What follows belongs to an exercise in optimizing a design on an open flow for small area, a short achievable clock period and few clock cycles; a production flow would make more cautious choices.
Where RTL was checked, it was by simulation tests only, not by an equivalence proof against the original.
Power and IR drop assume default switching activity.

==> job 9561 <==
==> flow/design.v (excerpt) <==
module apb_top(
    input        pclk,
    input        presetn,
    input        start,
    input        write,
    input [31:0] addr,
    input [31:0] wdata,
    input [3:0]  strb,
    input [2:0]  prot,
    output [31:0] rdata,
    output        done,
    output        error
);
    wire        wr0, wr1;
    wire [31:0] rd0, rd1;
    reg  [31:0] rdata_q;
    apb_master master (
        .pclk    (pclk),
        .presetn (presetn),
        .start   (start),
        .write   (write),
        .addr    (addr),
        .wr0     (wr0),
        .wr1     (wr1),
        .done    (done),
        .error   (error)
    );
    apb_slave slave0 (
        .pclk    (pclk),
        .presetn (presetn),
        .we      (wr0),
        .rsel    (!addr[12]),
        .idx     (addr[3:2]),
        .strb    (strb),
        .wdata   (wdata),
        .rdata   (rd0)
    );
    apb_slave slave1 (
        .pclk    (pclk),
        .presetn (presetn),
        .we      (wr1),
        .rsel    (addr[12]),
        .idx     (addr[3:2]),
        .strb    (strb),
        .wdata   (wdata),
        .rdata   (rd1)
    );
    always @(posedge pclk)
        rdata_q <= rd0 | rd1;
    assign rdata = rdata_q;
endmodule
export LEC_CHECK = 0
export ABC_CLOCK_PERIOD_IN_PS = 1200
export CAP_MARGIN = 20
export CORE_MARGIN = 2
export CORE_UTILIZATION = 60
export CTS_BUF_LIST = sky130_fd_sc_hd__clkbuf_16
export CTS_CLUSTER_DIAMETER = 100
export CTS_CLUSTER_SIZE = 30
export SETUP_SLACK_MARGIN = 2.0
export SLEW_MARGIN = 20
create_clock -name core_clock -period 4.0 [get_ports {pclk}]
standard.sh (not shown) runs the stock make flow with config.mk's settings and CLKGATE_MAP_FILE= SYNTH_SCRIPT=/design/flow/synth_recipe.tcl, a recipe that flattens the netlist after the stock synthesis.
==> flow/flow/run.sh <==
#!/bin/bash
# The standard layout (bash standard.sh), with the port buffers that
# buffer_ports inserts made of a plain buffer cell instead of the delay cell it
# picks by default. ORFS writes each step's full log under orfs/logs/; make's
# own output goes to make_finish.log here.
set -euo pipefail
bash standard.sh "BUFFER_PORTS_ARGS=-buffer_cell sky130_fd_sc_hd__buf_2" finish > make_finish.log 2>&1
==> job 5000: changes against job 9561 <==
- CORE_UTILIZATION: 60 -> 45
- CTS_BUF_LIST: sky130_fd_sc_hd__clkbuf_16 -> sky130_fd_sc_hd__clkbuf_8
- CTS_CLUSTER_DIAMETER: 100 -> 50
- CTS_CLUSTER_SIZE: 30 -> 16
- SETUP_SLACK_MARGIN: 2.0 -> 2.1
==> results.txt <==
quantity	job 9561	job 5000
M1 wire length	14600 um	15600 um
Ratio of final minimum period to clock period	53.0%	47.8%
Final worst setup slack	1.88 ns	2.09 ns
Via count of the first global-routing pass	9087	8579
Clock latency reported for the late side of the worst-skew pair	0.49 ns	0.60 ns
Crit-path max cell delay	0.31 ns	0.38 ns
Worst setup slack for register-to-register paths	2.51 ns	2.48 ns
Net Sw Power	0.00106 W	0.00132 W
Buffering stage count on the worst path with inverters included	5	2
Die extent in x	140 um	161 um
Status	no timing/DRC/antenna violations	no timing/DRC/antenna violations
Final clock skew	0.0142 ns	0.0270 ns
Worst setup path endpoint	slave1.regfile[2][6]$_DFF_P_	slave1.regfile[3][30]$_DFF_P_
P_comb	0.000225 W	0.000220 W
Testbench counts of job 9561, summed over its fixed seeds: cycles 3,200.
Testbench counts of job 5000, summed over its fixed seeds: cycles 3,200.

* * *

==> inputs of run a <==
==> flow/design.v <==
`timescale 1ns / 1ps
module apb_master (
    input         pclk,
    input         presetn,
    input         start,
    input         write,
    input  [31:0] addr,
    output        wr0,        
    output        wr1,        
    output reg    done,
    output reg    error
);
    wire in_map = (addr[31:13] == 19'd0) && (addr[11:4] == 8'd0);
    assign wr0 = start && write && in_map && !addr[12];
    assign wr1 = start && write && in_map &&  addr[12];
    always @(posedge pclk or negedge presetn) begin
        if (!presetn) begin
            done  <= 1'b0;
            error <= 1'b0;
        end else begin
            done  <= start;
            error <= !in_map;
        end
    end
endmodule
`timescale 1ns / 1ps
module apb_slave (
    input         pclk,
    input         presetn,
    input         we,         
    input         rsel,       
    input  [1:0]  idx,
    input  [3:0]  strb,
    input  [31:0] wdata,
    output [31:0] rdata       
);
    reg [31:0] regfile [0:3];
    reg [3:0]  valid;
    wire [31:0] mdata = wdata & {{8{strb[3]}}, {8{strb[2]}}, {8{strb[1]}}, {8{strb[0]}}};
    always @(posedge pclk or negedge presetn) begin
        if (!presetn)
            valid <= 4'b0;
        else if (we)
            valid[idx] <= 1'b1;
    end
    wire [31:0] part [0:3];
    genvar r, b;
    generate
        for (r = 0; r < 4; r = r + 1) begin : g_reg
            wire wr = we && idx == r;
            for (b = 0; b < 4; b = b + 1) begin : g_byte
                wire load = wr && (strb[b] || !valid[r]);
                always @(posedge pclk)
                    regfile[r][8*b +: 8] <= (regfile[r][8*b +: 8] & {8{!load}})
                                          | (mdata[8*b +: 8] & {8{load}});
            end
            wire sel = rsel && idx == r && valid[r];
            assign part[r] = {32{sel}} & regfile[r];
        end
    endgenerate
    assign rdata = part[0] | part[1] | part[2] | part[3];
endmodule
`timescale 1ns / 1ps
module apb_top(
    input        pclk,
    input        presetn,
    input        start,
    input        write,
    input [31:0] addr,
    input [31:0] wdata,
    input [3:0]  strb,
    input [2:0]  prot,
    output [31:0] rdata,
    output        done,
    output        error
);
    wire        wr0, wr1;
    wire [31:0] rd0, rd1;
    reg  [31:0] rdata_q;
    apb_master master (
        .pclk    (pclk),
        .presetn (presetn),
        .start   (start),
        .write   (write),
        .addr    (addr),
        .wr0     (wr0),
        .wr1     (wr1),
        .done    (done),
        .error   (error)
    );
    apb_slave slave0 (
        .pclk    (pclk),
        .presetn (presetn),
        .we      (wr0),
        .rsel    (!addr[12]),
        .idx     (addr[3:2]),
        .strb    (strb),
        .wdata   (wdata),
        .rdata   (rd0)
    );
    apb_slave slave1 (
        .pclk    (pclk),
        .presetn (presetn),
        .we      (wr1),
        .rsel    (addr[12]),
        .idx     (addr[3:2]),
        .strb    (strb),
        .wdata   (wdata),
        .rdata   (rd1)
    );
    always @(posedge pclk)
        rdata_q <= rd0 | rd1;
    assign rdata = rdata_q;
endmodule
==> flow/flow/run.sh <==
#!/bin/bash
# The standard layout (bash standard.sh), with the port buffers that
# buffer_ports inserts made of a plain buffer cell instead of the delay cell it
# picks by default. ORFS writes each step's full log under orfs/logs/; make's
# own output goes to make_finish.log here.
set -euo pipefail
bash standard.sh "BUFFER_PORTS_ARGS=-buffer_cell sky130_fd_sc_hd__buf_2" finish > make_finish.log 2>&1
==> flow/standard.sh <==
#!/bin/bash
# synth_recipe.tcl (not shown) runs the flow's synth.tcl, then flattens the netlist and writes it again
# the make line also repeats each setting of config.mk as NAME=value (left out here)
make -C /OpenROAD-flow-scripts/flow DESIGN_CONFIG=/design/flow/config.mk WORK_HOME=/design/flow/orfs CLKGATE_MAP_FILE= SYNTH_SCRIPT=/design/flow/synth_recipe.tcl "${@:-finish}"
==> flow/config.mk <==
export PLATFORM = sky130hd
export DESIGN_NAME = apb_top
export DESIGN_NICKNAME = apb_top
export VERILOG_FILES = /design/flow/design.v
export SDC_FILE = /design/flow/constraint.sdc
export NUM_CORES = 4
export LEC_CHECK = 0
export ABC_CLOCK_PERIOD_IN_PS = 1200
export CAP_MARGIN = 20
export CORE_MARGIN = 2
export CORE_UTILIZATION = 50
export CTS_BUF_LIST = sky130_fd_sc_hd__clkbuf_8
export CTS_CLUSTER_DIAMETER = 50
export CTS_CLUSTER_SIZE = 16
export SETUP_SLACK_MARGIN = 2.1
export SLEW_MARGIN = 20
==> flow/constraint.sdc <==
create_clock -name core_clock -period 4.0 [get_ports {pclk}]
set_input_delay 0.8000 -clock core_clock [delete_from_list [all_inputs] [get_ports {pclk}]]
set_output_delay 0.8000 -clock core_clock [all_outputs]
set_load 0.01 [all_outputs]
==> run b: changes against run a <==
--- a/flow/design.v
+++ b/flow/design.v
@@ -36,7 +36,6 @@
 );
     reg [31:0] regfile [0:3];
     reg [3:0]  valid;
-    wire [31:0] mdata = wdata & {{8{strb[3]}}, {8{strb[2]}}, {8{strb[1]}}, {8{strb[0]}}};
     always @(posedge pclk or negedge presetn) begin
         if (!presetn)
             valid <= 4'b0;
@@ -49,10 +48,11 @@
         for (r = 0; r < 4; r = r + 1) begin : g_reg
             wire wr = we && idx == r;
             for (b = 0; b < 4; b = b + 1) begin : g_byte
-                wire load = wr && (strb[b] || !valid[r]);
+                wire keep = !(wr && (strb[b] || !valid[r]));
+                wire load = wr && strb[b];
                 always @(posedge pclk)
-                    regfile[r][8*b +: 8] <= (regfile[r][8*b +: 8] & {8{!load}})
-                                          | (mdata[8*b +: 8] & {8{load}});
+                    regfile[r][8*b +: 8] <= (regfile[r][8*b +: 8] & {8{keep}})
+                                          | (wdata[8*b +: 8] & {8{load}});
             end
             wire sel = rsel && idx == r && valid[r];
             assign part[r] = {32{sel}} & regfile[r];
--- a/flow/config.mk
+++ b/flow/config.mk
@@ -8,9 +8,11 @@
 export ABC_CLOCK_PERIOD_IN_PS = 1200
 export CAP_MARGIN = 20
 export CORE_MARGIN = 2
-export CORE_UTILIZATION = 50
+export CORE_UTILIZATION = 60
 export CTS_BUF_LIST = sky130_fd_sc_hd__clkbuf_8
 export CTS_CLUSTER_DIAMETER = 50
 export CTS_CLUSTER_SIZE = 16
-export SETUP_SLACK_MARGIN = 2.1
+export SETUP_SLACK_MARGIN = 2.0
 export SLEW_MARGIN = 20
+export SYNTH_HIERARCHICAL = 1
+export SYNTH_MINIMUM_KEEP_SIZE = 0
==> run c: changes against run a <==
--- a/flow/design.v
+++ b/flow/design.v
@@ -47,12 +47,10 @@
     genvar r, b;
     generate
         for (r = 0; r < 4; r = r + 1) begin : g_reg
-            wire wr = we && idx == r;
             for (b = 0; b < 4; b = b + 1) begin : g_byte
-                wire load = wr && (strb[b] || !valid[r]);
                 always @(posedge pclk)
-                    regfile[r][8*b +: 8] <= (regfile[r][8*b +: 8] & {8{!load}})
-                                          | (mdata[8*b +: 8] & {8{load}});
+                    if (we && idx == r && (strb[b] || !valid[r]))
+                        regfile[r][8*b +: 8] <= mdata[8*b +: 8];
             end
             wire sel = rsel && idx == r && valid[r];
             assign part[r] = {32{sel}} & regfile[r];
==> flow/run.sh (new file) <==
#!/bin/bash
# synth_recipe.tcl (not shown) runs the flow's synth.tcl, then flattens the netlist and writes it again
# the make line also repeats each setting of config.mk as NAME=value (left out here)
make -C /OpenROAD-flow-scripts/flow DESIGN_CONFIG=/design/flow/config.mk WORK_HOME=/design/flow/orfs CLKGATE_MAP_FILE= SYNTH_SCRIPT=/design/flow/synth_recipe.tcl finish
==> flow/config.mk (replaced) <==
export PLATFORM = sky130hd
export DESIGN_NAME = apb_top
export DESIGN_NICKNAME = apb_top
export VERILOG_FILES = /design/flow/design.v
export SDC_FILE = /design/flow/constraint.sdc
export NUM_CORES = 4
export LEC_CHECK = 0
export CAP_MARGIN = 20
export CORE_MARGIN = 2
export CORE_UTILIZATION = 40
export CTS_BUF_LIST = sky130_fd_sc_hd__clkbuf_4 sky130_fd_sc_hd__clkbuf_8
export SLEW_MARGIN = 20
removed: flow/flow/run.sh
removed: flow/standard.sh
==> qor summary <==
| item | run c | run b | run a |
|---|---|---|---|
| Status | no timing/DRC/antenna violations | no timing/DRC/antenna violations | no timing/DRC/antenna violations |
| Buffers inserted during post-CTS setup optimization | 0 | 6 | 25 |
| Router iterations before antenna repair | 9 | 5 | 6 |
| Number of non-clock inverters in the layout | 8 | 9 | 4 |
| Share of layout cells above drive strength 1 | 0.204 | 0.257 | 0.339 |
| Count of distinct cell types in the synthesized netlist | 33 | 26 | 32 |
| Clock-cell share of area | 0.0679 | 0.0570 | 0.0404 |
| Area of the die | 29000 sq um | 19100 sq um | 22600 sq um |
| Unrepaired setup endpoints after global routing | false | true | true |
| Finished Cell Area | 13600 sq um | 12500 sq um | 13200 sq um |
| Clock skew | 20.5 ps | 19.5 ps | 23.8 ps |
| Synth Flop Type | sky130_fd_sc_hd__edfxtp_1 | sky130_fd_sc_hd__dfxtp_1 | sky130_fd_sc_hd__edfxtp_1 |
| Slew headroom | 0.440 | 0.670 | 0.594 |
| Most numerous cell in the Yosys netlist | sky130_fd_sc_hd__edfxtp_1 | sky130_fd_sc_hd__dfxtp_1 | sky130_fd_sc_hd__edfxtp_1 |
| Via count normalized by instance count | 5.55 | 6.66 | 6.01 |
| Clock-pin transition on the worst setup and hold timing paths | 60 ps | 100 ps | 90 ps |
| Power density cells | 462 nW/um^2 | 418 nW/um^2 | 400 nW/um^2 |
| Core area | 27100 sq um | 17800 sq um | 21000 sq um |
| Final period utilization | 0.659 | 0.532 | 0.567 |
| Number of signal-net buffers in the layout | 149 | 119 | 148 |
Testbench counts of run b, summed over its fixed seeds: cycles 3,200.
Testbench counts of run c, summed over its fixed seeds: cycles 3,200.
For run a, only the layout was checked, not whether the RTL still works.

[port drivers added, routing unchanged]
The flow's constraints put no driver on any port. The routed layouts listed below were extracted and timed again, unchanged, in two steps.
Step 1: set_driving_cell puts a clkbuf_16 on pclk and a buf_2 on each other input, an assumption about the parent block.
Step 2 also shifts input and output timing later by t, the mid clock arrival at the registers, as if the neighbouring blocks saw the same clock.
a / b / c = ideal / step 1 / step 2; a / b = the first two.
| run | shift t [ns] | slack for setup (ns) | worst register clock-pin slew, ns |
|---|---|---|---|
| job 9561 | 0.533 | 1.880 / 1.886 / 1.353 | 0.12 / 0.12 |
| job 5000 | 0.629 | 2.089 / 2.078 / 1.481 | 0.11 / 0.11 |
| run a | 0.603 | 1.730 / 1.752 / 1.150 | 0.11 / 0.11 |
| run b | 0.635 | 1.871 / 1.879 / 1.244 | 0.10 / 0.10 |
| run c | 0.575 | 1.366 / 1.378 / 0.803 | 0.06 / 0.06 |
After both steps every run listed still meets setup and hold. The setup slack of run b, which loses most, moves by +0.008 ns with the drivers and by -0.627 ns with both steps.
